This design comes from an exercise in tuning for small area on the open sky130 flow, not from production work. Only simulation tests tie the RTL to the original design; equivalence was not proved. Power is estimated from default activity; no workload was simulated.

==> flow/design.v <==
module converter (
    input wire [15:0] fixed_in,
    output reg [13:0] code_out
);
    reg sign;
    reg [15:0] magnitude;
    reg [2:0] cls;
    reg [9:0] x;
    always @(*) begin
        sign = fixed_in[15];
        magnitude = sign ? (~fixed_in + 16'd1) : fixed_in;
        casez (magnitude[15:10])
            6'b1?????: begin cls = 3'd6; x = magnitude[14:5]; end
            6'b01????: begin cls = 3'd5; x = magnitude[13:4]; end
            6'b001???: begin cls = 3'd4; x = magnitude[12:3]; end
            6'b0001??: begin cls = 3'd3; x = magnitude[11:2]; end
            6'b00001?: begin cls = 3'd2; x = magnitude[10:1]; end
            6'b000001: begin cls = 3'd1; x = magnitude[9:0]; end
            default:   begin cls = 3'd0; x = magnitude[9:0]; end
        endcase
        code_out = {sign, cls, x};
    end
endmodule
module code_to_fp16 (
    input wire [13:0] code,
    output reg [15:0] fp16
);
    reg [2:0] cls;
    reg [9:0] x;
    reg [4:0] exponent;
    reg [9:0] mantissa;
    always @(*) begin
        cls = code[12:10];
        x = code[9:0];
        if (cls != 3'd0) begin
            exponent = 5'd24 + {2'd0, cls};
            mantissa = x;
        end else begin
            casez (x)
                10'b1?????????: begin exponent = 5'd24; mantissa = {x[8:0], 1'b0}; end
                10'b01????????: begin exponent = 5'd23; mantissa = {x[7:0], 2'b0}; end
                10'b001???????: begin exponent = 5'd22; mantissa = {x[6:0], 3'b0}; end
                10'b0001??????: begin exponent = 5'd21; mantissa = {x[5:0], 4'b0}; end
                10'b00001?????: begin exponent = 5'd20; mantissa = {x[4:0], 5'b0}; end
                10'b000001????: begin exponent = 5'd19; mantissa = {x[3:0], 6'b0}; end
                10'b0000001???: begin exponent = 5'd18; mantissa = {x[2:0], 7'b0}; end
                10'b00000001??: begin exponent = 5'd17; mantissa = {x[1:0], 8'b0}; end
                10'b000000001?: begin exponent = 5'd16; mantissa = {x[0], 9'b0}; end
                10'b0000000001: begin exponent = 5'd15; mantissa = 10'd0; end
                default:        begin exponent = 5'd0;  mantissa = 10'd0; end
            endcase
        end
        fp16 = {code[13], exponent, mantissa};
    end
endmodule
module fifo (
    input wire clk,
    input wire reset,
    input wire write_enable,
    input wire [13:0] write_data,
    input wire read_enable,
    output reg [13:0] read_data,
    output wire empty_flag,
    output wire full_flag
);
    reg [13:0] memory [0:63];
    reg [6:0] write_pointer, read_pointer;
    reg wrap_w, wrap_r;
    reg [6:0] write_pointer_sync, read_pointer_sync;
    wire [6:0] write_code = write_pointer | {7{wrap_w}};
    wire [6:0] read_code  = read_pointer  | {7{wrap_r}};
    assign empty_flag = (read_code == write_pointer_sync);
    assign full_flag  = (write_code == (read_pointer_sync ^ 7'h40));
    wire do_write = write_enable && !full_flag;
    wire do_read  = read_enable && !empty_flag;
    always @(posedge clk or posedge reset) begin
        if (reset) begin
            write_pointer <= 7'd0;
            wrap_w <= 1'b0;
        end else if (do_write) begin
            write_pointer <= write_pointer + 7'd1;
            wrap_w <= (write_pointer == 7'd127);
        end
    end
    always @(posedge clk) begin
        if (do_write)
            memory[write_pointer[5:0]] <= write_data;
    end
    always @(posedge clk or posedge reset) begin
        if (reset) begin
            read_pointer <= 7'd0;
            wrap_r <= 1'b0;
        end else if (do_read) begin
            read_pointer <= read_pointer + 7'd1;
            wrap_r <= (read_pointer == 7'd127);
        end
    end
    always @(posedge clk) begin
        if (!reset && do_read)
            read_data <= memory[read_pointer[5:0]];
    end
    always @(posedge clk) begin
        write_pointer_sync <= write_code;
        read_pointer_sync <= read_code;
    end
endmodule
module imem (
    input wire clk,
    input wire rst,
    input wire shift_enable,
    input wire [13:0] new_value,
    input wire [5:0] tap,
    output wire [13:0] tap_code
);
    reg [13:0] memory [0:62];
    reg shift_d;
    reg [5:0] valid_count;
    integer i;
    always @(posedge clk or posedge rst) begin
        if (rst) begin
            shift_d <= 1'b0;
            valid_count <= 6'd0;
        end else begin
            shift_d <= shift_enable;
            if (shift_d && valid_count != 6'd63)
                valid_count <= valid_count + 6'd1;
        end
    end
    always @(posedge clk) begin
        if (shift_d) begin
            for (i = 62; i > 0; i = i - 1)
                memory[i] <= memory[i-1];
            memory[0] <= new_value;
        end
    end
    wire [13:0] word = (tap == 6'd63) ? 14'd0 : memory[tap];
    assign tap_code = (tap < valid_count) ? word : 14'd0;
endmodule
module alu_mac (
    input wire clk,
    input wire reset,
    input wire [15:0] d_element,
    input wire [1023:0] cmem,
    output reg [5:0] tap_index,
    output reg [31:0] out,
    output reg done
);
    reg [31:0] sum;
    wire [15:0] cmem_element = (tap_index == 6'd63) ? 16'd0 : cmem[(tap_index * 16) +: 16];
    wire [31:0] product = d_element * cmem_element;
    always @(posedge clk or posedge reset) begin
        if (reset) begin
            tap_index <= 6'd0;
            out <= 32'd0;
            done <= 1'b0;
        end else begin
            tap_index <= tap_index + 6'd1;
            done <= (tap_index == 6'd63);
            if (tap_index == 6'd63)
                out <= sum;
        end
    end
    always @(posedge clk) begin
        sum <= ((tap_index == 6'd0) ? 32'd0 : sum) + product;
    end
endmodule
module control (
    input wire clk,
    input wire reset,
    input wire fifo_full,
    input wire fifo_empty,
    input wire mac_done,
    output reg write_enable,
    output reg read_enable,
    output reg shift_enable,
    output reg done
);
    reg reset_sync1, reset_sync2;
    always @(posedge clk) begin
        reset_sync1 <= reset;
        reset_sync2 <= reset_sync1;
    end
    localparam [2:0] READ_IDLE  = 3'd0,
                     FIFO_READ  = 3'd1,
                     IMEM_SHIFT = 3'd2,
                     START_MAC  = 3'd3,
                     WAIT_DONE  = 3'd4;
    reg write_state;
    reg [2:0] read_state;
    reg [2:0] next_read_state;
    always @(*) begin
        case (read_state)
            READ_IDLE:  next_read_state = fifo_empty ? READ_IDLE : FIFO_READ;
            FIFO_READ:  next_read_state = IMEM_SHIFT;
            IMEM_SHIFT: next_read_state = START_MAC;
            START_MAC:  next_read_state = WAIT_DONE;
            WAIT_DONE:  next_read_state = mac_done ? READ_IDLE : WAIT_DONE;
            default:    next_read_state = READ_IDLE;
        endcase
    end
    always @(posedge clk or posedge reset_sync2) begin
        if (reset_sync2) begin
            write_state <= 1'b0;
            write_enable <= 1'b0;
            read_state <= READ_IDLE;
            read_enable <= 1'b0;
            shift_enable <= 1'b0;
            done <= 1'b0;
        end else begin
            write_state <= !fifo_full;
            write_enable <= write_state;
            read_state <= next_read_state;
            read_enable <= (read_state == FIFO_READ);
            shift_enable <= (read_state == IMEM_SHIFT);
            done <= (read_state == WAIT_DONE) && mac_done;
        end
    end
endmodule
module datapath (
    input wire clk,
    input wire reset,
    input wire write_enable,
    input wire read_enable,
    input wire shift_enable,
    input wire [15:0] input_data,
    input wire [1023:0] cmem_data_in,
    output wire [31:0] result,
    output wire fifo_empty,
    output wire fifo_full,
    output wire done
);
    wire [13:0] in_code;
    wire [13:0] fifo_out;
    wire [13:0] tap_code;
    wire [15:0] tap_value;
    wire [5:0]  tap;
    converter converter_inst (
        .fixed_in(input_data),
        .code_out(in_code)
    );
    fifo fifo_inst (
        .clk(clk),
        .reset(reset),
        .write_enable(write_enable),
        .write_data(in_code),
        .read_enable(read_enable),
        .read_data(fifo_out),
        .empty_flag(fifo_empty),
        .full_flag(fifo_full)
    );
    imem imem_inst (
        .clk(clk),
        .rst(reset),
        .shift_enable(shift_enable),
        .new_value(fifo_out),
        .tap(tap),
        .tap_code(tap_code)
    );
    code_to_fp16 decode_inst (
        .code(tap_code),
        .fp16(tap_value)
    );
    alu_mac alu_mac_inst (
        .clk(clk),
        .reset(reset),
        .d_element(tap_value),
        .cmem(cmem_data_in),
        .tap_index(tap),
        .out(result),
        .done(done)
    );
endmodule
module top_module (
    input wire clk,                 
    input wire reset,               
    input wire [15:0] input_data,   
    input wire [1023:0] cmem_data_in,  
    output wire [31:0] result,      
    output wire done                
);
    wire write_enable;
    wire read_enable;
    wire shift_enable;
    wire fifo_empty;
    wire fifo_full;
    wire mac_done;
    control control_inst (
        .clk(clk),
        .reset(reset),
        .fifo_full(fifo_full),
        .fifo_empty(fifo_empty),
        .mac_done(mac_done),
        .write_enable(write_enable),
        .read_enable(read_enable),
        .shift_enable(shift_enable),
        .done(done)
    );
    datapath datapath_inst (
        .clk(clk),
        .reset(reset),
        .write_enable(write_enable),
        .read_enable(read_enable),
        .shift_enable(shift_enable),
        .input_data(input_data),
        .cmem_data_in(cmem_data_in),
        .result(result),
        .fifo_empty(fifo_empty),
        .fifo_full(fifo_full),
        .done(mac_done)
    );
endmodule
==> flow/run.sh <==
#!/bin/bash
# synth_recipe.tcl (not shown) runs the flow's synth.tcl, then flattens the netlist and writes it again
# the make line also repeats each setting of config.mk as NAME=value (left out here)
make -C /OpenROAD-flow-scripts/flow DESIGN_CONFIG=/design/flow/config.mk WORK_HOME=/design/flow/orfs CLKGATE_MAP_FILE= SYNTH_SCRIPT=/design/flow/synth_recipe.tcl finish
==> flow/config.mk <==
export PLATFORM = sky130hd
export DESIGN_NAME = top_module
export DESIGN_NICKNAME = top_module
export VERILOG_FILES = /design/flow/design.v
export SDC_FILE = /design/flow/constraint.sdc
export NUM_CORES = 4
export LEC_CHECK = 0
export CAP_MARGIN = 20
export CORE_MARGIN = 2
export CORE_UTILIZATION = 40
export PLACE_DENSITY = 0.6
export SLEW_MARGIN = 20
==> flow/constraint.sdc <==
create_clock -name core_clock -period 12.0 [get_ports {clk}]
set_input_delay 2.4000 -clock core_clock [delete_from_list [all_inputs] [get_ports {clk}]]
set_output_delay 2.4000 -clock core_clock [all_outputs]
set_load 0.01 [all_outputs]
==> run summary, run 1 <==
status=timing/DRC/antenna clean; R2R Path End=datapath_inst.alu_mac_inst.sum[31]$_DFF_P_; Fin. Hold Viols=0; critical path class=reg -> reg; Clock Pin Slew Worst Setup and Hold Paths=0.07 ns; fin nets=8205; CP Launch Point=datapath_inst.alu_mac_inst.tap_index[1]$_DFF_PP0_; Starting Density=40.2%; Critical Path Sink Type=flip-flop; area of the core=230000 sq um; crit path max fanout=11; Mapped Nets=7077; later-pin clock latency in the skew report=0.86 ns; Synth Cell Area=92300 sq um; drt initial violations=9043; # port buffers=1074; Remaining DRCs=0; CTS sink count=1910; worst vdd rail ir drop=120 uV; most common cell after layout, fill and taps aside=edfxtp_1; Detailed Route WL=386 mm; # hold bufs at CTS=0; Slew Viols, Final=0; vias in the first global route=61100; dpl cell area=107000 sq um; Post-synth EDFFs=1792; clock skew=0.0601 ns; Max Cap Viol=0; clk buf depth=3; final setup violation count=0; first-pass GRT wire length=520 mm; Min Hold Slack=0.135 ns; area grow syn2layout=23.6%; TNS Setup=0 ns; Tcrit/Tclk final=93.7%; H-tree Lvls=4; Fmax=0.0889 GHz; post-CTS setup buffer count=0; Final HPWL DP=292 mm; Overall Global Routing Usage=32.5%; via-per-instance ratio=6.10; antenna-violating nets left=0; final worst path period need=11.25 ns; crit path DAT=11.93 ns; flops & latches, synth=1910; GRT overflow=0; DIE AREA=235000 sq um; DRT Pass-1 Iters=6; Root Driver=clkbuf_16; Startpoint Class=flip-flop; cells on worst reg2reg path=32; antenna violations before repair=124; CTS buffer count=191; FILL cells=19400; Rel. slew slack=13.1%; CP max-delay cell=nor2_2; critical path required time=12.69 ns; yosys warns=7; Post-Layout Inst Area=114000 sq um; top_reg_cell synth=edfxtp_1; most frequent cells in the layout=edfxtp_1 (1792), clkdlybuf4s50_1 (1073), mux4_2 (616); row cnt=176; Mapped Cells=5698; wire per inst=37.9 microns; Die H=484 microns; R2R Setup Slk=0.75 ns; CTS tree=done; FFs w/ async S/R, synth=3.66%; Post-Syn Area per Cell=16.2 sq um; cts repair resizes=0; Via Count=62200; reg-to-reg startpoint=datapath_inst.alu_mac_inst.tap_index[1]$_DFF_PP0_; die width=484 microns; power density cells=126 nW/um^2; routability-driven placement congestion ratio=1.05; largest cells by area after synthesis=edfxtp_1 (58%), mux4_2 (15%), fa_1 (4.9%); slowest stage delay, CP=0.97 ns; Synth area leader=edfxtp_1; Synth top area share=58.3%; Leak=38.3 nW; worst slew pin tran=1.30 ns; Hold Path Class=reg -> async; layout cells sized above 1=18.3%; Unique masters post-synth=113; I/O pin total=1075; RSZ-0062 raised after global routing=false; largest net degree at the start of global routing=219; sequential area share after synthesis=61.2%
-- worst max-delay path: cells and delay by family (launching register included) --
| family | cells | cell delay, ns |
|---|---|---|
| AO/OA/AOI/OAI | 9 | 3.41 |
| buffers and inverters | 6 | 0.35 |
| multiplexers | 1 | 0.23 |
| flip-flops | 1 | 0.51 |
| AND/OR/NAND/NOR | 8 | 2.32 |
| adder cells (fa/ha/maj) | 8 | 4.25 |
-- kinds of logic after synthesis --
logic type | share of synthesized area (%)
mux | 15.3
compound gates | 4.69
fa+ha+maj | 6.40
simple gates | 8.37
flops | 61.2
xor+xnor | 0.759
buf+inv | 3.29
-- synthesized netlist by cell type, types with 17 or more instances --
master	n
a2111oi_0	32
a211oi_1	29
a21o_1	17
a21oi_1	73
a221oi_1	18
a22oi_1	111
a31oi_1	31
a32oi_1	25
and2_1	74
and3_1	141
buf_1	52
buf_2	103
buf_4	35
buf_6	18
clkbuf_1	162
dfrtp_1	70
dfxtp_1	48
edfxtp_1	1792
fa_1	225
ha_1	112
inv_1	329
mux4_2	616
nand2_1	308
nand2b_1	33
nand3_1	334
nand3b_1	24
nand4_1	107
nor2_1	175
nor2b_1	63
nor3_1	37
nor4_1	28
o21ai_0	50
or2_2	25
xnor2_1	54
xor2_1	26
-- how the worst max path moves through the flow --
stage | endpoint | slack [ns] | cells past startpoint
floorplan | datapath_inst.imem_inst.valid_count[5]$_DFFE_PP0P_ | 0.27 | 4
global placement | datapath_inst.alu_mac_inst.sum[31]$_DFF_P_ | 0.75 | 26
detailed placement | datapath_inst.alu_mac_inst.sum[31]$_DFF_P_ | 0.70 | 25
CTS | datapath_inst.alu_mac_inst.sum[31]$_DFF_P_ | 0.99 | 32
global route | datapath_inst.alu_mac_inst.sum[31]$_DFF_P_ | 0.30 | 32
finish | datapath_inst.alu_mac_inst.sum[31]$_DFF_P_ | 0.75 | 32
-- state kept, by name, indices dropped and copies added, names as in the netlist, 14 cells and up --
signal	count
datapath_inst.alu_mac_inst.sum	32
datapath_inst.fifo_inst.read_data	14
datapath_inst.alu_mac_inst.out	32
datapath_inst.imem_inst.memory	882
datapath_inst.fifo_inst.memory	896
-- cell type report --
cell class	instances	area, sq um	share of cell area [%]
antenna	189	473	0.414
clock buffer	237	5080	4.45
sequential	1910	56600	49.5
inverter	331	1240	1.09
timing repair buffer	1306	12700	11.1
tap	3026	3790	3.32
multi-input combinational	3086	33000	28.9
clock inverter	118	1320	1.15
-- routing by layer --
layer  GRT usage [%]  wire, microns
met1            44.4         153000
met3            8.16          39800
met2            48.6         172000
met5               0            346
met4            15.4          21100
-- power breakdown --
group          switching, W  internal [W]  total [W]  leakage [nW]
logic              0.000495      0.000420   0.000915          18.5
clock network       0.00268       0.00344    0.00612          3.08
registers        0.00000227       0.00737    0.00737          16.7
total               0.00317        0.0112     0.0144          38.3
-- metrics by stage --
step | cells | power, W | setup slack [ns] | util [%]
floorplan | 5698 | 0.00775 | 0.269 | -
global placement | 9657 | 0.00839 | 0.755 | 46.7
detailed placement | 9657 | 0.00841 | 0.697 | 46.7
CTS | 10000 | 0.0145 | 0.990 | 49.5
global route | 10200 | 0.0147 | 0.304 | 49.7
finish | 10200 | 0.0144 | 0.752 | 49.7
==> run 2: changes to the inputs <==
--- a/flow/design.v
+++ b/flow/design.v
@@ -112,29 +112,48 @@
     input wire [5:0] tap,
     output wire [13:0] tap_code
 );
-    reg [13:0] memory [0:62];
+    reg [13:0] ring [0:63];
     reg shift_d;
     reg [5:0] valid_count;
+    reg pend0, pend1;
+    reg [13:0] pend_value0, pend_value1;
     integer i;
+    wire use0 = pend0 && (tap == 6'd0);
+    wire use1 = pend1 && (tap == 6'd1);
+    wire [13:0] head = use0 ? pend_value0 : (use1 ? pend_value1 : ring[0]);
     always @(posedge clk or posedge rst) begin
         if (rst) begin
             shift_d <= 1'b0;
             valid_count <= 6'd0;
+            pend0 <= 1'b0;
+            pend1 <= 1'b0;
         end else begin
             shift_d <= shift_enable;
-            if (shift_d && valid_count != 6'd63)
-                valid_count <= valid_count + 6'd1;
+            if (shift_d) begin
+                if (valid_count != 6'd63)
+                    valid_count <= valid_count + 6'd1;
+                pend0 <= 1'b1;
+                pend1 <= pend0;
+            end else begin
+                if (use0) pend0 <= 1'b0;
+                if (use1) pend1 <= 1'b0;
+            end
         end
     end
     always @(posedge clk) begin
         if (shift_d) begin
-            for (i = 62; i > 0; i = i - 1)
-                memory[i] <= memory[i-1];
-            memory[0] <= new_value;
+            pend_value0 <= new_value;
+            pend_value1 <= pend_value0;
         end
     end
-    wire [13:0] word = (tap == 6'd63) ? 14'd0 : memory[tap];
-    assign tap_code = (tap < valid_count) ? word : 14'd0;
+    always @(posedge clk) begin
+        if (!shift_d) begin
+            for (i = 0; i < 63; i = i + 1)
+                ring[i] <= ring[i+1];
+            ring[63] <= head;
+        end
+    end
+    assign tap_code = (tap < valid_count) ? head : 14'd0;
 endmodule
 module alu_mac (
     input wire clk,
==> run summary, run 2 <==
reg-to-reg startpoint=datapath_inst.alu_mac_inst.tap_index[1]$_DFF_PP0_; crit path max fanout=91; final worst path period need=10.56 ns; R2R Setup Slk=1.44 ns; clock skew=0.0235 ns; largest family of logic cells by synthesized area=multiplexers; Synth area leader=edfxtp_1; DR WL met2=141 mm; clk buf depth=3; FFs w/ async S/R, synth=3.68%; Overall Global Routing Usage=27.8%; first-pass GRT wire length=411 mm; cells on worst reg2reg path=26; Via Count=48400; Max Cap Viol=0; top_reg_cell synth=edfxtp_1; DRT Pass-1 Iters=6; R2R Path End=datapath_inst.alu_mac_inst.sum[30]$_DFF_P_; CTS tree=done; FILL cells=17700; I/O pin total=1075; Post-synth EDFFs=1834; Post-Syn Area per Cell=18.8 sq um; final core occ=49.9%; Unique masters post-synth=80; area of the core=214000 sq um; status=timing/DRC/antenna clean; flops & latches, synth=1954; critical path class=reg -> reg; Tcrit/Tclk final=88.0%; critical path required time=12.71 ns; vias in the first global route=48100; worst vdd rail ir drop=159 uV; CTS buffer count=181; Worst Setup Slack, final=1.44 ns; sequential area share after synthesis=67.2%; slowest stage delay, CP=0.82 ns; Leak=35.3 nW; worst slew pin tran=1.24 ns; most frequent CP cell=fa_1; met3 routed WL=23.3 mm; Simple-Gate Fraction of Synth Area=3.75%; Post-Place Worst Slack=0.605 ns; # hold bufs at CTS=0; largest net degree at the start of global routing=193; wire per inst=34.8 microns; drt initial violations=4977; Root Driver=clkbuf_16; Final HPWL DP=235 mm; Routed met1 length=127 mm; synth cell count leaders=edfxtp_1 (1834), mux4_2 (596), inv_1 (372), fa_1 (225), nand2_1 (211); top sig layer=met5; H-tree Lvls=4; multiplexer area fraction after synthesis=16.3%; Final Power=0.0142 W; fin nets=7114; top-count cell post-synth=edfxtp_1; GRT overflow=0; area grow syn2layout=24.3%; CP max-delay cell=buf_4; power density cells=133 nW/um^2; CTS sink count=1954; yosys warns=7; most common cell after layout, fill and taps aside=edfxtp_1; Synth Area in Adders=6.85%; DIE AREA=219000 sq um; Synth top area share=64.0%; Starting Density=40.2%; largest cells by area after synthesis=edfxtp_1 (64%), mux4_2 (16%), fa_1 (5.2%); Remaining DRCs=0; antenna-violating nets left=0; layout cells sized above 1=19.1%; Synth Area in Compound Gates=2.30%; # port buffers=1074; most frequent cells in the layout=edfxtp_1 (1834), clkdlybuf4s50_1 (1073), mux4_2 (596); Startpoint Class=flip-flop; Hold Path Class=reg -> async; later-pin clock latency in the skew report=0.80 ns; Critical Path Sink Type=flip-flop; Clock Pin Slew Worst Setup and Hold Paths=0.06 ns; Synth Cell Area=86000 sq um; Rel. slew slack=16.8%; RSZ-0062 raised after global routing=false; via-per-instance ratio=5.50; Fin. Hold Viols=0; final setup violation count=0; die width=468 microns; row cnt=170; post-synthesis xor/xnor area fraction=0.723%; Detailed Route WL=306 mm; cts repair resizes=0; crit path DAT=11.27 ns; Fmax=0.0947 GHz; Mapped Cells=4575; Die H=468 microns; Mapped Nets=5953; Slew Viols, Final=0; post-CTS setup buffer count=0; routability-driven placement congestion ratio=0.983; antenna violations before repair=121
==> run 2: changes by cell type after synthesis, moves of 42 or more <==
cell,delta
a22oi_1,-109
nand2_1,-97
edfxtp_1,+42
buf_2,-55
nand3_1,-290
nand4_1,-99
and3_1,-127
inv_1,+43
==> run 2: worst max-delay path: cells and delay by family, from the launching register on <==
kind,cells,cell delay [ns]
fa+ha+maj,7,3.23
compound gates,7,2.64
buf+inv,6,1.91
mux,2,0.88
flops,1,0.74
simple gates,3,0.65
xor+xnor,1,0.13
==> run 2: layer usage <==
| metal | global-route usage, % | up-vias |
|---|---|---|
| li1 | - | 20200 |
| met1 | 38.0 | 25600 |
| met2 | 42.7 | 2070 |
| met3 | 6.57 | 448 |
| met4 | 12.1 | 36 |
| met5 | 0 | - |
==> run 2: report_power, final <==
group          leakage, nW  switching (W)  internal (W)
registers             16.8     0.00000185       0.00752
clock network         2.91        0.00250       0.00329
logic                 15.5       0.000433      0.000416
total                 35.3        0.00293        0.0112
==> run 2: worst max-delay path by stage <==
stage / from / to / slack [ns] / cells past startpoint
floorplan: datapath_inst.imem_inst.shift_d$_DFF_PP0_ / datapath_inst.imem_inst.valid_count[5]$_DFFE_PP0P_ / -2.99 / 5
global placement: cmem_data_in[837] / datapath_inst.alu_mac_inst.sum[30]$_DFF_P_ / 0.71 / 25
detailed placement: cmem_data_in[837] / datapath_inst.alu_mac_inst.sum[30]$_DFF_P_ / 0.61 / 25
CTS: datapath_inst.alu_mac_inst.tap_index[1]$_DFF_PP0_ / datapath_inst.alu_mac_inst.sum[30]$_DFF_P_ / 1.28 / 26
global route: datapath_inst.alu_mac_inst.tap_index[0]$_DFF_PP0_ / datapath_inst.alu_mac_inst.sum[30]$_DFF_P_ / 0.90 / 29
finish: datapath_inst.alu_mac_inst.tap_index[1]$_DFF_PP0_ / datapath_inst.alu_mac_inst.sum[30]$_DFF_P_ / 1.44 / 26
==> run 2: metrics by stage <==
| stage | instances | setup TNS (ns) | hold slack (ns) | cell area [sq um] |
|---|---|---|---|---|
| global placement | 8388 | 0 | 0.166 | 101000 |
| finish | 8791 | 0 | 0.165 | 107000 |
| CTS | 8724 | 0 | 0.189 | 107000 |
| global route | 8765 | 0 | 0.203 | 107000 |
| floorplan | 4575 | -2533.90 | 0.0978 | 86000 |
| detailed placement | 8389 | 0 | 0.188 | 101000 |
==> run 2: cells by family (layout without fill, tap and decap cells) <==
family | count (synthesis) | in the layout
xor+xnor | 71 | 71
flops | 1954 | 1954
simple gates | 665 | 665
fa+ha+maj | 336 | 336
buf+inv | 606 | 1919
compound gates | 290 | 290
mux | 653 | 653
other cells | 0 | 65
==> run 2: cell type report <==
cell class	instances	area [sq um]	area share (%)
Multi-Input combinational cell	2015	26000	24.3
Tap cell	2838	3550	3.32
Inverter	376	1420	1.33
Clock inverter	108	1170	1.10
Antenna cell	65	163	0.152
Timing Repair Buffer	1208	11900	11.2
Clock buffer	227	4820	4.51
Sequential cell	1954	57900	54.1
==> run 3: changes to the inputs <==
--- a/flow/design.v
+++ b/flow/design.v
@@ -71,6 +71,22 @@
     wire [6:0] read_code  = read_pointer  | {7{wrap_r}};
     assign empty_flag = (read_code == write_pointer_sync);
     assign full_flag  = (write_code == (read_pointer_sync ^ 7'h40));
+    reg [7:0] sel_lo, sel_hi;
+    reg [13:0] read_word, group_word;
+    integer g, k;
+    always @(*) begin
+        for (k = 0; k < 8; k = k + 1) begin
+            sel_lo[k] = (read_pointer[2:0] == k);
+            sel_hi[k] = (read_pointer[5:3] == k);
+        end
+        read_word = 14'd0;
+        for (g = 0; g < 8; g = g + 1) begin
+            group_word = 14'd0;
+            for (k = 0; k < 8; k = k + 1)
+                group_word = group_word | ({14{sel_lo[k]}} & memory[g*8+k]);
+            read_word = read_word | ({14{sel_hi[g]}} & group_word);
+        end
+    end
     wire do_write = write_enable && !full_flag;
     wire do_read  = read_enable && !empty_flag;
     always @(posedge clk or posedge reset) begin
@@ -97,7 +113,7 @@
     end
     always @(posedge clk) begin
         if (!reset && do_read)
-            read_data <= memory[read_pointer[5:0]];
+            read_data <= read_word;
     end
     always @(posedge clk) begin
         write_pointer_sync <= write_code;
@@ -165,7 +181,23 @@
     output reg done
 );
     reg [31:0] sum;
-    wire [15:0] cmem_element = (tap_index == 6'd63) ? 16'd0 : cmem[(tap_index * 16) +: 16];
+    reg [7:0] sel_lo, sel_hi;
+    reg [15:0] cmem_element, group_word;
+    integer g, k;
+    always @(*) begin
+        for (k = 0; k < 8; k = k + 1) begin
+            sel_lo[k] = (tap_index[2:0] == k);
+            sel_hi[k] = (tap_index[5:3] == k);
+        end
+        cmem_element = 16'd0;
+        for (g = 0; g < 8; g = g + 1) begin
+            group_word = 16'd0;
+            for (k = 0; k < 8; k = k + 1)
+                if (g*8+k != 63)
+                    group_word = group_word | ({16{sel_lo[k]}} & cmem[(g*8+k)*16 +: 16]);
+            cmem_element = cmem_element | ({16{sel_hi[g]}} & group_word);
+        end
+    end
     wire [31:0] product = d_element * cmem_element;
     always @(posedge clk or posedge reset) begin
         if (reset) begin
==> run summary, run 3 <==
antenna violations before repair=88; Post-Place Worst Slack=1.03 ns; flops & latches, synth=1954; die width=464 microns; top_reg_cell synth=edfxtp_1; Post-Syn Area per Cell=15.7 sq um; Die H=464 microns; GR Util met3=6.06%; routability-driven placement congestion ratio=0.962; clk buf depth=3; Placed Cells=9093; R2R Path End=datapath_inst.alu_mac_inst.sum[30]$_DFF_P_; Remaining DRCs=0; Fmax=0.0970 GHz; Final Power=0.0143 W; GRT met1 Usage=39.3%; worst slew pin tran=1.15 ns; area grow syn2layout=24.8%; critical path required time=12.70 ns; CTS buffer count=191; most frequent cells in the layout=edfxtp_1 (1834), clkdlybuf4s50_1 (1057), mux2_2 (358); most frequent CP cell=fa_1; Crit path max-delay family=adder cells; # hold bufs at CTS=0; final worst path period need=10.31 ns; Mapped Cells=5386; critical path class=reg -> reg; Hold Path Class=reg -> async; largest cells by area after synthesis=edfxtp_1 (65%), fa_1 (5.3%), mux2_2 (4.8%); CTS sink count=1954; met2 Track Usage GR=49.0%; layout cells sized above 1=14.6%; first-pass GRT wire length=447 mm; Critical Path Sink Type=flip-flop; CTS tree=done; status=timing/DRC/antenna clean; Rel. slew slack=22.7%; final std cells w/o fill=9486; Detailed Route WL=330 mm; antenna-violating nets left=0; Worst Setup Slack, final=1.69 ns; Post-synth EDFFs=1834; FFs w/ async S/R, synth=3.68%; I/O pin total=1075; DRT Pass-1 Iters=10; GR peak layer=met2; Overall Global Routing Usage=30.0%; Tcrit/Tclk final=85.9%; Synth area leader=edfxtp_1; Fin. Hold Viols=0; Leak=33.9 nW; vias in the first global route=54400; final setup violation count=0; top-count cell post-synth=edfxtp_1; cells on worst reg2reg path=28; Slew Viols, Final=0; area of the core=210000 sq um; GRT overflow=0; cts repair resizes=0; wire per inst=34.8 microns; row cnt=168; via-per-instance ratio=5.87; fin nets=7868; H-tree Lvls=4; Mapped Nets=6772; later-pin clock latency in the skew report=0.85 ns; reg-to-reg startpoint=datapath_inst.alu_mac_inst.tap_index[0]$_DFF_PP0_; crit path max fanout=25; R2R Setup Slk=1.69 ns; Starting Density=40.3%; Max Cap Viol=0; Clock Pin Slew Worst Setup and Hold Paths=0.06 ns; synth cell count leaders=edfxtp_1 (1834), mux2_2 (358), nand2_1 (340), a222oi_1 (335), inv_1 (261); RSZ-0062 raised after global routing=false; crit path DAT=11.01 ns; Startpoint Class=flip-flop; Via Count=55700; post-CTS setup buffer count=0; clock skew=0.0576 ns; worst vdd rail ir drop=150 uV; power density cells=135 nW/um^2; drt initial violations=7754; Synth top area share=65.2%; yosys warns=7; Unique masters post-synth=87; most common cell after layout, fill and taps aside=edfxtp_1; Synth Cell Area=84500 sq um; DIE AREA=215000 sq um; sequential area share after synthesis=68.5%; Root Driver=clkbuf_16; Final HPWL DP=241 mm; # port buffers=1058; CP max-delay cell=nand3_1; slowest stage delay, CP=0.62 ns; crit path buf inv count=4; largest net degree at the start of global routing=217
run 3: cell count changes after synthesis, sizes merged, moves of 52 or more:
cell and delta:
mux4 -596, a222oi +334, mux2 +321, a22oi +152
nand2 +129, a21oi +126, inv -102, a221oi +67
buf +55, a31oi +52, o21ai +52
run 3: report_power, final:
group | internal (W) | total, W | switching, W
Sequential | 0.00754 | 0.00754 | 0.00000206
Combinational | 0.000372 | 0.000802 | 0.000429
Clock | 0.00332 | 0.00594 | 0.00262
run 3: cell type report:
type / instances / area, sq um
diodes: 37 / 92.6
clock buffers: 242 / 5150
clock inverters: 113 / 1100
fillers: 17900 / 104000
inverters: 272 / 1030
multi-input cells: 2830 / 24700
flip-flops and latches: 1954 / 57800
well taps: 2805 / 3510
repair buffers: 1233 / 12000
run 3: per-layer routing:
layer | part of all wire, % | vias up
li1 | - | 23500
met1 | 40 | 28800
met2 | 48 | 2832
met3 | 8.0 | 497
met4 | 4.5 | 36
met5 | 0.066 | -
run 3: worst max-delay path by stage:
stage | from | cells after the start | end
after floorplan | datapath_inst.imem_inst.shift_d$_DFF_PP0_ | 5 | datapath_inst.imem_inst.valid_count[5]$_DFFE_PP0P_
after global placement | cmem_data_in[760] | 23 | datapath_inst.alu_mac_inst.sum[28]$_DFF_P_
after detailed placement | cmem_data_in[712] | 25 | datapath_inst.alu_mac_inst.sum[28]$_DFF_P_
after CTS | datapath_inst.alu_mac_inst.tap_index[0]$_DFF_PP0_ | 30 | datapath_inst.alu_mac_inst.sum[28]$_DFF_P_
after global routing | datapath_inst.alu_mac_inst.tap_index[0]$_DFF_PP0_ | 31 | datapath_inst.alu_mac_inst.sum[30]$_DFF_P_
final | datapath_inst.alu_mac_inst.tap_index[0]$_DFF_PP0_ | 28 | datapath_inst.alu_mac_inst.sum[30]$_DFF_P_
run 3: cells by family after synthesis:
| kind of cell | after synthesis | synth area share [%] |
|---|---|---|
| compound gates | 1175 | 10.9 |
| xor+xnor | 64 | 0.681 |
| fa+ha+maj | 344 | 7.10 |
| buf+inv | 602 | 2.92 |
| flops | 1954 | 68.5 |
| mux | 377 | 5.00 |
| simple gates | 870 | 4.97 |
run 3: through the flow:
| stage | utilization [%] | TNS, ns | hold WS [ns] | instance area [sq um] |
|---|---|---|---|---|
| global route | 50.2 | 0 | 0.189 | 105000 |
| CTS | 50.2 | 0 | 0.163 | 105000 |
| global placement | 47.2 | 0 | 0.153 | 99100 |
| finish | 50.3 | 0 | 0.146 | 105000 |
| detailed placement | 47.2 | 0 | 0.161 | 99100 |
| floorplan | - | -2552.18 | 0.0978 | 84500 |
==> run 4: changes to the inputs <==
==> flow/flow/run.sh (new file) <==
#!/bin/bash
# Layout: the standard flow, with single-drive buffers on the ports and
# clock tree synthesis without dummy loads.
set -euo pipefail
export BUFFER_PORTS_ARGS="-buffer_cell sky130_fd_sc_hd__buf_1"
export CTS_ARGS="-sink_clustering_enable -repair_clock_nets -dont_use_dummy_load"
bash standard.sh > standard.log 2>&1
==> flow/standard.sh (new file) <==
#!/bin/bash
# synth_recipe.tcl (not shown) runs the flow's synth.tcl, then flattens the netlist and writes it again
# the make line also repeats each setting of config.mk as NAME=value (left out here)
make -C /OpenROAD-flow-scripts/flow DESIGN_CONFIG=/design/flow/config.mk WORK_HOME=/design/flow/orfs CLKGATE_MAP_FILE= SYNTH_SCRIPT=/design/flow/synth_recipe.tcl "${@:-finish}"
removed: flow/run.sh
==> run summary, run 4 <==
Worst Setup Slack, final=1.59 ns; Post-Place Worst Slack=0.879 ns; # hold bufs at CTS=0; status=timing/DRC/antenna clean; Post-Syn Area per Cell=15.7 sq um; DIE AREA=215000 sq um; Via Count=55600; Rel. slew slack=15.3%; synth cell count leaders=edfxtp_1 (1834), mux2_2 (358), nand2_1 (340), a222oi_1 (335), inv_1 (261); Reg area=57800 sq um; routability-driven placement congestion ratio=0.969; Sw Pwr=0.00274 W; area of the core=210000 sq um; antenna-violating nets left=0; crit path max fanout=51; Min Hold Slack=0.137 ns; Detailed Route WL=332 mm; CTS sink count=1954; Die H=464 microns; Synth top area share=65.2%; largest cells by area after synthesis=edfxtp_1 (65%), fa_1 (5.3%), mux2_2 (4.8%); critical path required time=12.63 ns; Hold Path Class=reg -> async; final worst path period need=10.41 ns; clock skew=0.0931 ns; Overall Global Routing Usage=30.1%; CP max-delay cell=ha_4; fin nets=7881; sw frac=20.8%; Remaining DRCs=0; CTS buffer count=190; Synth area leader=edfxtp_1; Mapped Cells=5386; # port buffers=1058; Fmax=0.0961 GHz; Synth Cell Area=84500 sq um; most frequent CP cell=fa_1; FFs w/ async S/R, synth=3.68%; flops & latches, synth=1954; crit path buf inv count=4; yosys warns=7; GRT overflow=0; Clock Pin Slew Worst Setup and Hold Paths=0.06 ns; Final HPWL DP=244 mm; cts repair resizes=0; I/O pin total=1075; RSZ-0062 raised after global routing=false; Root Driver=clkbuf_16; most common cell after layout, fill and taps aside=edfxtp_1; Fin. Hold Viols=0; Unique masters post-synth=87; Comb pwr share=4.5%; Startpoint Class=flip-flop; sequential area share after synthesis=68.5%; Max Cap Viol=0; post-CTS setup buffer count=0; clk buf depth=3; worst vdd rail ir drop=144 uV; clock share of power=38.3%; layout cells sized above 1=13.8%; power density cells=135 nW/um^2; sequential share of power=57.2%; Crit path max-delay family=adder cells; die width=464 microns; most frequent cells in the layout=edfxtp_1 (1834), buf_1 (1057), mux2_2 (358); first-pass GRT wire length=446 mm; final setup violation count=0; Leak=30.4 nW; worst slew pin tran=1.26 ns; Internal=0.0105 W; Post-Layout Inst Area=97400 sq um; row cnt=168; dpl cell area=92600 sq um; footprint of the multi-input gates=24700 sq um; later-pin clock latency in the skew report=0.83 ns; largest net degree at the start of global routing=198; drt initial violations=8294; crit path DAT=11.04 ns; area grow syn2layout=15.4%; Post-synth EDFFs=1834; Starting Density=40.3%; Slew Viols, Final=0; wire per inst=35.5 microns; Critical Path Sink Type=flip-flop; H-tree Lvls=4; final core occ=46.4%; top_reg_cell synth=edfxtp_1; top-count cell post-synth=edfxtp_1; Mapped Nets=6772; critical path class=reg -> reg; via-per-instance ratio=5.95; antenna violations before repair=103; Tcrit/Tclk final=86.7%; DRT Pass-1 Iters=10; slowest stage delay, CP=0.68 ns; FILL cells=18700; CTS tree=done; vias in the first global route=54500
-- run 4: changes by cell type in the layout (fill, tap and decap cells not counted), moves of 5 or more --
cell and change:
clkbuf_8 -7, clkinv_1 -35, clkbuf_16 -6, clkbuf_1 -39
clkinv_2 -42, bufinv_16 -12, clkinvlp_4 -6, buf_1 +1057
buf_4 +11, clkdlybuf4s50_1 -1057, clkinv_16 -8, clkinv_4 -5
-- run 4: logic make-up after synthesis --
| logic type | Yosys count | share of synthesized area (%) |
|---|---|---|
| flops | 1954 | 68.5 |
| compound gates | 1175 | 10.9 |
| simple gates | 870 | 4.97 |
| buf+inv | 602 | 2.92 |
| mux | 377 | 5.00 |
| fa+ha+maj | 344 | 7.10 |
| xor+xnor | 64 | 0.681 |
-- run 4: final timing paths --
check                                                             startpoint                                                 to  slack (ns)  cells after the start
hold reg to reg                             control_inst.reset_sync2$_DFF_P_                        control_inst.done$_DFF_PP0_        0.14                      1
setup reg to reg           datapath_inst.alu_mac_inst.tap_index[0]$_DFF_PP0_         datapath_inst.alu_mac_inst.sum[30]$_DFF_P_        1.59                     28
max in group asynchronous                                              reset  datapath_inst.alu_mac_inst.tap_index[2]$_DFF_PP0_        9.20                      3
min in group core_clock                     control_inst.reset_sync1$_DFF_P_                   control_inst.reset_sync2$_DFF_P_        0.33                      0
hold / removal                              control_inst.reset_sync2$_DFF_P_                        control_inst.done$_DFF_PP0_        0.14                      1
setup / recovery           datapath_inst.alu_mac_inst.tap_index[0]$_DFF_PP0_         datapath_inst.alu_mac_inst.sum[30]$_DFF_P_        1.59                     28
-- run 4: power groups by stage --
stage	combinational [W]	clock [W]	sequential [W]
2_1_floorplan	0.000173	0	0.00770
3_3_place_gp	0.000577	0	0.00768
3_5_place_dp	0.000595	0	0.00768
4_1_cts	0.000597	0.00515	0.00754
5_1_grt	0.000625	0.00540	0.00754
6_report	0.000598	0.00506	0.00754
-- run 4: metrics by stage --
step / TNS [ns] / power [W] / instances
floorplan: -2552.18 / 0.00787 / 5386
global placement: 0 / 0.00826 / 9104
detailed placement: 0 / 0.00828 / 9107
CTS: 0 / 0.0133 / 9297
global route: 0 / 0.0136 / 9313
finish: 0 / 0.0132 / 9337
-- run 4: final cells by class --
cell class	count	area share (%)
Tap cell	2805	3.60
Inverter	272	1.06
Antenna cell	39	0.100
Timing Repair Buffer	1247	5.65
Sequential cell	1954	59.4
Multi-Input combinational cell	2830	25.3
Clock buffer	190	4.88
-- run 4: per-layer routing --
layer,vias up,part of all wire (%),global-route usage (%)
met5,-,0.055,0
met4,30,6.5,16.6
met3,549,8.2,6.08
met2,2966,46,47.2
met1,28700,39,39.2
li1,23400,-,-
-- run 4: worst register-to-register path: cells and delay by family (launching register included) --
family,cells,cell delay [ns]
adder cells (fa/ha/maj),8,4.06
AO/OA/AOI/OAI,9,3.07
AND/OR/NAND/NOR,6,1.91
buffers and inverters,4,0.61
flip-flops,1,0.46
XOR/XNOR,1,0.16
==> run 5: changes to the inputs <==
--- a/flow/design.v
+++ b/flow/design.v
@@ -128,18 +128,22 @@
     input wire [5:0] tap,
     output wire [13:0] tap_code
 );
-    reg [13:0] ring [0:63];
+    reg [13:0] ring [0:64];
+    reg [13:0] prev_word;
     reg shift_d;
+    reg shifted;
     reg [5:0] valid_count;
     reg pend0, pend1;
     reg [13:0] pend_value0, pend_value1;
     integer i;
     wire use0 = pend0 && (tap == 6'd0);
     wire use1 = pend1 && (tap == 6'd1);
-    wire [13:0] head = use0 ? pend_value0 : (use1 ? pend_value1 : ring[0]);
+    wire [13:0] fill = use0 ? pend_value0 : (use1 ? pend_value1 : ring[0]);
+    wire [13:0] head = (use0 || use1) ? fill : (shifted ? prev_word : ring[0]);
     always @(posedge clk or posedge rst) begin
         if (rst) begin
             shift_d <= 1'b0;
+            shifted <= 1'b0;
             valid_count <= 6'd0;
             pend0 <= 1'b0;
             pend1 <= 1'b0;
@@ -150,9 +154,11 @@
                     valid_count <= valid_count + 6'd1;
                 pend0 <= 1'b1;
                 pend1 <= pend0;
+                shifted <= 1'b1;
             end else begin
                 if (use0) pend0 <= 1'b0;
                 if (use1) pend1 <= 1'b0;
+                if (tap == 6'd63) shifted <= 1'b0;
             end
         end
     end
@@ -163,11 +169,10 @@
         end
     end
     always @(posedge clk) begin
-        if (!shift_d) begin
-            for (i = 0; i < 63; i = i + 1)
-                ring[i] <= ring[i+1];
-            ring[63] <= head;
-        end
+        for (i = 0; i < 64; i = i + 1)
+            ring[i] <= ring[i+1];
+        ring[64] <= fill;
+        prev_word <= ring[0];
     end
     assign tap_code = (tap < valid_count) ? head : 14'd0;
 endmodule
==> flow/run.sh (new file) <==
#!/bin/bash
# synth_recipe.tcl (not shown) runs the flow's synth.tcl, then flattens the netlist and writes it again
# the make line also repeats each setting of config.mk as NAME=value (left out here)
make -C /OpenROAD-flow-scripts/flow DESIGN_CONFIG=/design/flow/config.mk WORK_HOME=/design/flow/orfs CLKGATE_MAP_FILE= SYNTH_SCRIPT=/design/flow/synth_recipe.tcl finish
removed: flow/flow/run.sh
removed: flow/standard.sh
==> run summary, run 5 <==
Mapped Cells=5532; Startpoint Class=primary input; most frequent cells in the layout=clkdlybuf4s50_1 (1057), dfxtp_1 (972), edfxtp_1 (938); most common cell after layout, fill and taps aside=clkdlybuf4s50_1; cells on worst reg2reg path=26; H-tree Lvls=4; TNS Setup=0 ns; later-pin clock latency in the skew report=0.85 ns; GR peak layer=met2; vias in the first global route=52300; antenna-violating nets left=0; worst vdd rail ir drop=186 uV; GRT met1 Usage=43.2%; Mapped Nets=6918; sequential area share after synthesis=64.3%; Critical Path Sink Type=flip-flop; # hold bufs at CTS=0; top-count cell post-synth=dfxtp_1; Overall Global Routing Usage=31.4%; crit path DAT=11.58 ns; Unique masters post-synth=89; fin nets=8028; Slew Viols, Final=0; post-CTS setup buffer count=0; top_reg_cell synth=dfxtp_1; Die H=443 microns; cts repair resizes=0; Root Driver=clkbuf_16; Post-Syn Area per Cell=13.9 sq um; synth cell count leaders=dfxtp_1 (972), edfxtp_1 (938), mux2_2 (360), a222oi_1 (342), inv_1 (336); I/O pin total=1075; first-pass GRT wire length=428 mm; Synth top area share=36.6%; yosys warns=7; antenna violations before repair=76; RSZ-0062 raised after global routing=false; most frequent CP cell=fa_1; Worst Setup Slack, final=1.13 ns; area of the core=191000 sq um; CTS buffer count=189; clock skew=0.0734 ns; CTS sink count=1983; largest net degree at the start of global routing=117; Max Cap Viol=0; layout cells sized above 1=15.3%; critical path required time=12.71 ns; wire per inst=33.8 microns; met2 Track Usage GR=48.1%; Biggest register=datapath_inst.imem_inst.ring; final setup violation count=0; Starting Density=40.4%; Detailed Route WL=316 mm; crit path max fanout=13; Fin. Hold Viols=0; Post-Place Worst Slack=0.465 ns; Synth Cell Area=77000 sq um; DRT Pass-1 Iters=10; FFs w/ async S/R, synth=3.68%; DIE AREA=196000 sq um; via-per-instance ratio=5.76; largest cells by area after synthesis=edfxtp_1 (37%), dfxtp_1 (25%), fa_1 (5.9%); final std cells w/o fill=9351; flops & latches, synth=1983; status=timing/DRC/antenna clean; CTS tree=done; slowest stage delay, CP=0.73 ns; max reg flops=910; Synth area leader=edfxtp_1; clk buf depth=3; Clock Pin Slew Worst Setup and Hold Paths=0.07 ns; Leak=36.6 nW; final worst path period need=10.87 ns; GR Util met3=7.87%; area grow syn2layout=27.4%; Remaining DRCs=0; Tcrit/Tclk final=90.6%; Rel. slew slack=16.7%; Post-synth EDFFs=938; routability-driven placement congestion ratio=0.969; Hold Path Class=reg -> async; worst slew pin tran=1.25 ns; Final HPWL DP=236 mm; # port buffers=1058; row cnt=160; CP max-delay cell=or3_1; power density cells=143 nW/um^2; Fmax=0.0920 GHz; Via Count=53800; critical path class=in -> reg; drt initial violations=7923; Placed Cells=8962; die width=443 microns; GRT overflow=0
[run 5: cell count changes after synthesis, sizes merged, moves of 17 or more]
cell,change
clkbuf,+87
mux2i,+48
dfxtp,+924
and2,-31
nand2,-120
nor2,+35
and3,+17
inv,+64
edfxtp,-896
a21oi,-40
buf,-70
o211ai,+19
[run 5: area by class of cell]
cell class / count / area [sq um]
fill: 16300 / 92600
tap: 2511 / 3140
multi-input combinational: 2864 / 25400
antenna: 39 / 97.6
inverter: 338 / 1270
timing repair buffer: 1266 / 12200
sequential: 1983 / 49500
clock buffer: 251 / 5260
clock inverter: 99 / 1140
[run 5: layer usage]
metal	routed length, microns	part of all wire (%)
met1	132000	42
met4	12000	3.8
met2	141000	45
met3	29800	9.4
met5	513	0.16
[run 5: report_power, final]
part	internal (W)	leakage (nW)	switching [W]
Combinational	0.000375	16.3	0.000438
Clock	0.00337	3.10	0.00261
Sequential	0.00721	17.2	0.00000194
[run 5: worst max-delay path, delay by kind of cell]
| family | cells | cell delay (ns) |
|---|---|---|
| AOI/OAI and AO/OA | 9 | 3.00 |
| muxes | 1 | 0.16 |
| and+or+nand+nor | 4 | 1.86 |
| adders and majority gates | 7 | 3.32 |
| buffers and inverters | 5 | 0.82 |
[run 5: logic make-up after synthesis]
| kind of cell | share of synthesized area, % |
|---|---|
| compound gates | 12.4 |
| simple gates | 5.28 |
| buf+inv | 3.40 |
| mux | 6.14 |
| fa+ha+maj | 7.79 |
| xor+xnor | 0.717 |
| flops | 64.3 |
[run 5: worst paths after layout]
kind                                                                   startpoint                                        endpoint  slack, ns
worst max register to register  datapath_inst.alu_mac_inst.tap_index[0]$_DFF_PP0_      datapath_inst.alu_mac_inst.sum[31]$_DFF_P_       1.25
min in group core_clock               datapath_inst.imem_inst.ring[42][0]$_DFF_P_     datapath_inst.imem_inst.ring[41][0]$_DFF_P_       0.27
worst min-delay path                             control_inst.reset_sync2$_DFF_P_            control_inst.read_state[0]$_DFF_PP0_       0.14
worst max-delay path                                            cmem_data_in[641]      datapath_inst.alu_mac_inst.sum[31]$_DFF_P_       1.13
max in group asynchronous                                                   reset  datapath_inst.alu_mac_inst.out[18]$_DFFE_PP0P_       8.66
worst min register to register                   control_inst.reset_sync2$_DFF_P_            control_inst.read_state[0]$_DFF_PP0_       0.14
[run 5: stage by stage]
stage	total power, W	cell area [sq um]	hold slack [ns]	utilization [%]
2_1_floorplan	0.00754	77000	0.0978	-
3_5_place_dp	0.00816	91500	0.140	48.0
6_report	0.0140	98000	0.138	51.4
5_1_grt	0.0144	98000	0.187	51.4
3_3_place_gp	0.00814	91500	0.144	48.0
4_1_cts	0.0141	97900	0.149	51.4
==> run 6: changes to the inputs <==
==> flow/flow/run.sh (new file) <==
#!/bin/bash
# Layout: the standard flow, with single-drive buffers on the ports and
# clock tree synthesis with clkbuf_8 buffers and without dummy loads.
set -euo pipefail
export BUFFER_PORTS_ARGS="-buffer_cell sky130_fd_sc_hd__buf_1"
export CTS_ARGS="-sink_clustering_enable -repair_clock_nets -dont_use_dummy_load -buf_list sky130_fd_sc_hd__clkbuf_8"
bash standard.sh > standard.log 2>&1
==> flow/standard.sh (new file) <==
#!/bin/bash
# synth_recipe.tcl (not shown) runs the flow's synth.tcl, then flattens the netlist and writes it again
# the make line also repeats each setting of config.mk as NAME=value (left out here)
make -C /OpenROAD-flow-scripts/flow DESIGN_CONFIG=/design/flow/config.mk WORK_HOME=/design/flow/orfs CLKGATE_MAP_FILE= SYNTH_SCRIPT=/design/flow/synth_recipe.tcl "${@:-finish}"
removed: flow/run.sh
==> run summary, run 6 <==
final worst path period need=10.53 ns; die width=443 microns; clk buf depth=4; crit path max fanout=12; cells on worst reg2reg path=27; crit path DAT=11.45 ns; Mapped Cells=5532; Unique masters post-synth=89; clock share of power=37.1%; final core occ=46.8%; Startpoint Class=primary input; R2R Setup Slk=1.72 ns; cts repair resizes=0; status=timing/DRC/antenna clean; Die H=443 microns; # port buffers=1058; Min Hold Slack=0.156 ns; largest cells by area after synthesis=edfxtp_1 (37%), dfxtp_1 (25%), fa_1 (5.9%); R2R Path End=datapath_inst.alu_mac_inst.sum[31]$_DFF_P_; Via Count=54500; FILL cells=17100; # hold bufs at CTS=0; Mapped Nets=6918; Synth Cell Area=77000 sq um; yosys warns=7; Internal=0.00973 W; power density cells=140 nW/um^2; Tcrit/Tclk final=87.8%; Clock Pin Slew Worst Setup and Hold Paths=0.05 ns; clock skew=0.143 ns; worst vdd rail ir drop=142 uV; CTS tree=done; Root Driver=clkbuf_8; antenna-violating nets left=0; Biggest register=datapath_inst.imem_inst.ring; final std cells w/o fill=9282; CP Launch Point=cmem_data_in[98]; Overall Global Routing Usage=31.7%; reg-to-reg startpoint=datapath_inst.alu_mac_inst.tap_index[0]$_DFF_PP0_; DRT Pass-1 Iters=14; Synth area leader=edfxtp_1; row cnt=160; Post-Syn Area per Cell=13.9 sq um; Critical Path Sink Type=flip-flop; Starting Density=40.4%; Rel. slew slack=9.94%; Max Cap Viol=0; largest net degree at the start of global routing=116; Sw Pwr=0.00272 W; vias in the first global route=53000; Hold Path Class=reg -> async; final setup violation count=0; post-CTS setup buffer count=0; sequential share of power=58.0%; RSZ-0062 raised after global routing=false; area grow syn2layout=15.9%; most frequent cells in the layout=buf_1 (1057), dfxtp_1 (972), edfxtp_1 (938); FFs w/ async S/R, synth=3.68%; top_reg_cell synth=dfxtp_1; H-tree Lvls=5; drt initial violations=7958; sequential area share after synthesis=64.3%; later-pin clock latency in the skew report=1.02 ns; Slew Viols, Final=0; Setup crit end=datapath_inst.alu_mac_inst.sum[31]$_DFF_P_; TNS Setup=0 ns; area of the core=191000 sq um; sw frac=21.8%; Final HPWL DP=236 mm; wire per inst=34.3 microns; Fin. Hold Viols=0; via-per-instance ratio=5.87; synth cell count leaders=dfxtp_1 (972), edfxtp_1 (938), mux2_2 (360), a222oi_1 (342), inv_1 (336); Synth top area share=36.6%; GRT overflow=0; worst slew pin tran=1.35 ns; CTS sink count=1983; Fmax=0.0949 GHz; routability-driven placement congestion ratio=0.991; top-count cell post-synth=dfxtp_1; first-pass GRT wire length=431 mm; Post-synth EDFFs=938; Leak=32.8 nW; flops & latches, synth=1983; most common cell after layout, fill and taps aside=buf_1; layout cells sized above 1=15.5%; Detailed Route WL=318 mm; critical path class=in -> reg; fin nets=8133; Placed Cells=8935; Comb pwr share=4.8%; antenna violations before repair=72; max reg flops=910; DIE AREA=196000 sq um; Remaining DRCs=0; critical path required time=12.92 ns; CTS buffer count=321; I/O pin total=1075
[run 6: cell types whose count changed in the layout (fill, tap and decap cells not counted), sizes merged]
cell / delta
inv: -12
clkdlybuf4s50: -1057
clkbuf: +71
clkinvlp: -8
buf: +1029
bufinv: -11
diode: -13
clkinv: -68
[run 6: through the flow]
step / setup slack (ns) / instance area (sq um) / total power (W)
finish: 1.47 / 89200 / 0.0124
CTS: 1.88 / 89100 / 0.0125
global placement: 1.07 / 84700 / 0.00793
floorplan: 2.46 / 77000 / 0.00754
global route: 1.29 / 89200 / 0.0129
detailed placement: 0.974 / 84700 / 0.00795
[run 6: how the worst min path moves through the flow]
stage	depth (start not counted)	to	start
after floorplan	1	control_inst.done$_DFF_PP0_	control_inst.reset_sync2$_DFF_P_
after global placement	1	control_inst.write_state$_DFF_PP0_	control_inst.reset_sync2$_DFF_P_
after detailed placement	1	control_inst.write_state$_DFF_PP0_	control_inst.reset_sync2$_DFF_P_
after CTS	1	control_inst.write_state$_DFF_PP0_	control_inst.reset_sync2$_DFF_P_
after global routing	1	control_inst.write_state$_DFF_PP0_	control_inst.reset_sync2$_DFF_P_
final	1	control_inst.write_state$_DFF_PP0_	control_inst.reset_sync2$_DFF_P_
[run 6: power by group through the flow]
stage / Sequential (W) / Combinational (W) / Clock (W)
6_report: 0.00722 / 0.000603 / 0.00462
5_1_grt: 0.00721 / 0.000629 / 0.00502
4_1_cts: 0.00722 / 0.000591 / 0.00473
3_5_place_dp: 0.00736 / 0.000590 / 0
3_3_place_gp: 0.00736 / 0.000576 / 0
2_1_floorplan: 0.00737 / 0.000172 / 0
[run 6: kinds of logic (layout without fill, tap and decap cells)]
logic type / count (synthesis) / in the layout / synth area share, %
muxes: 427 / 427 / 6.14
xor gates and xnor gates: 63 / 63 / 0.717
AOI/OAI and AO/OA: 1199 / 1199 / 12.4
adders and majority gates: 344 / 344 / 7.79
buffers and inverters: 685 / 1898 / 3.40
other: 0 / 26 / 0
and+or+nand+nor: 831 / 831 / 5.28
DFF: 1983 / 1983 / 64.3
[run 6: metal layers]
metal,wire (microns),GRT usage [%],up-vias,share of wire [%]
met3,30200,7.92,468,9.5
met5,110,0,-,0.035
met1,134000,44.0,27700,42
met4,14900,13.3,16,4.7
li1,-,-,23200,-
met2,139000,47.3,3087,44
[run 6: area by class of cell]
class | instances | area [sq um] | share of cell area [%]
Tap cell | 2511 | 3140 | 3.52
Antenna cell | 26 | 65.1 | 0.0729
Timing Repair Buffer | 1239 | 5420 | 6.07
Sequential cell | 1983 | 49500 | 55.5
Multi-Input combinational cell | 2864 | 25400 | 28.5
Inverter | 338 | 1270 | 1.43
Clock buffer | 321 | 4420 | 4.95
[run 6: worst max-delay path, cell delays in order]
cell	delay, ns
buf_1	0.24
a222oi_1	1.16
nand2_1	0.19
a222oi_1	0.36
o22ai_1	0.41
or3_1	0.79
o211ai_1	0.26
fa_1	0.50
fa_1	0.58
fa_1	0.45
fa_1	0.55
inv_1	0.05
fa_1	0.49
inv_1	0.09
fa_1	0.56
inv_1	0.06
ha_1	0.36
and3_1	0.22
and3_1	0.20
o221ai_1	0.17
and2_0	0.26
o311a_1	0.42
or4_1	0.54
o211ai_1	0.11

static timing again, ports no longer ideal:
In the flow no input, the clock included, has a driving cell. The finished layouts below were timed again as built, in two steps.
Step 1 (the two cells are an assumption about what drives the block):
set clk [get_ports {clk}]
set_driving_cell -lib_cell sky130_fd_sc_hd__clkbuf_16 $clk
set_driving_cell -lib_cell sky130_fd_sc_hd__buf_2 [delete_from_list [all_inputs] $clk]
Step 2 moves the port delays by t, midway between the first and last clock arrival at a register: inputs arrive t later, outputs are due t later. That takes back most of the time a late clock gives input paths.
Slacks: ideal / step 1 / step 2; pairs: ideal / step 1.
run | t (ns) | setup WS [ns] | clock arrival spread, ns | worst register clock-pin slew, ns
run 1 | 0.923 | 0.752 / 0.752 / 0.519 | 0.060 / 0.060 | 0.07 / 0.07
run 2 | 0.873 | 1.440 / 1.440 / 0.661 | 0.032 / 0.031 | 0.07 / 0.07
run 3 | 0.926 | 1.689 / 1.689 / 0.950 | 0.060 / 0.061 | 0.08 / 0.08
run 4 | 0.908 | 1.592 / 1.592 / 1.021 | 0.106 / 0.106 | 0.07 / 0.07
run 5 | 0.900 | 1.127 / 1.186 / 0.286 | 0.077 / 0.076 | 0.07 / 0.07
run 6 | 1.030 | 1.466 / 1.499 / 0.468 | 0.143 / 0.143 | 0.07 / 0.07
After both steps every run listed still meets setup and hold. The setup slack of run 6, which loses most, moves by +0.033 ns with the drivers and by -0.998 ns with both steps.
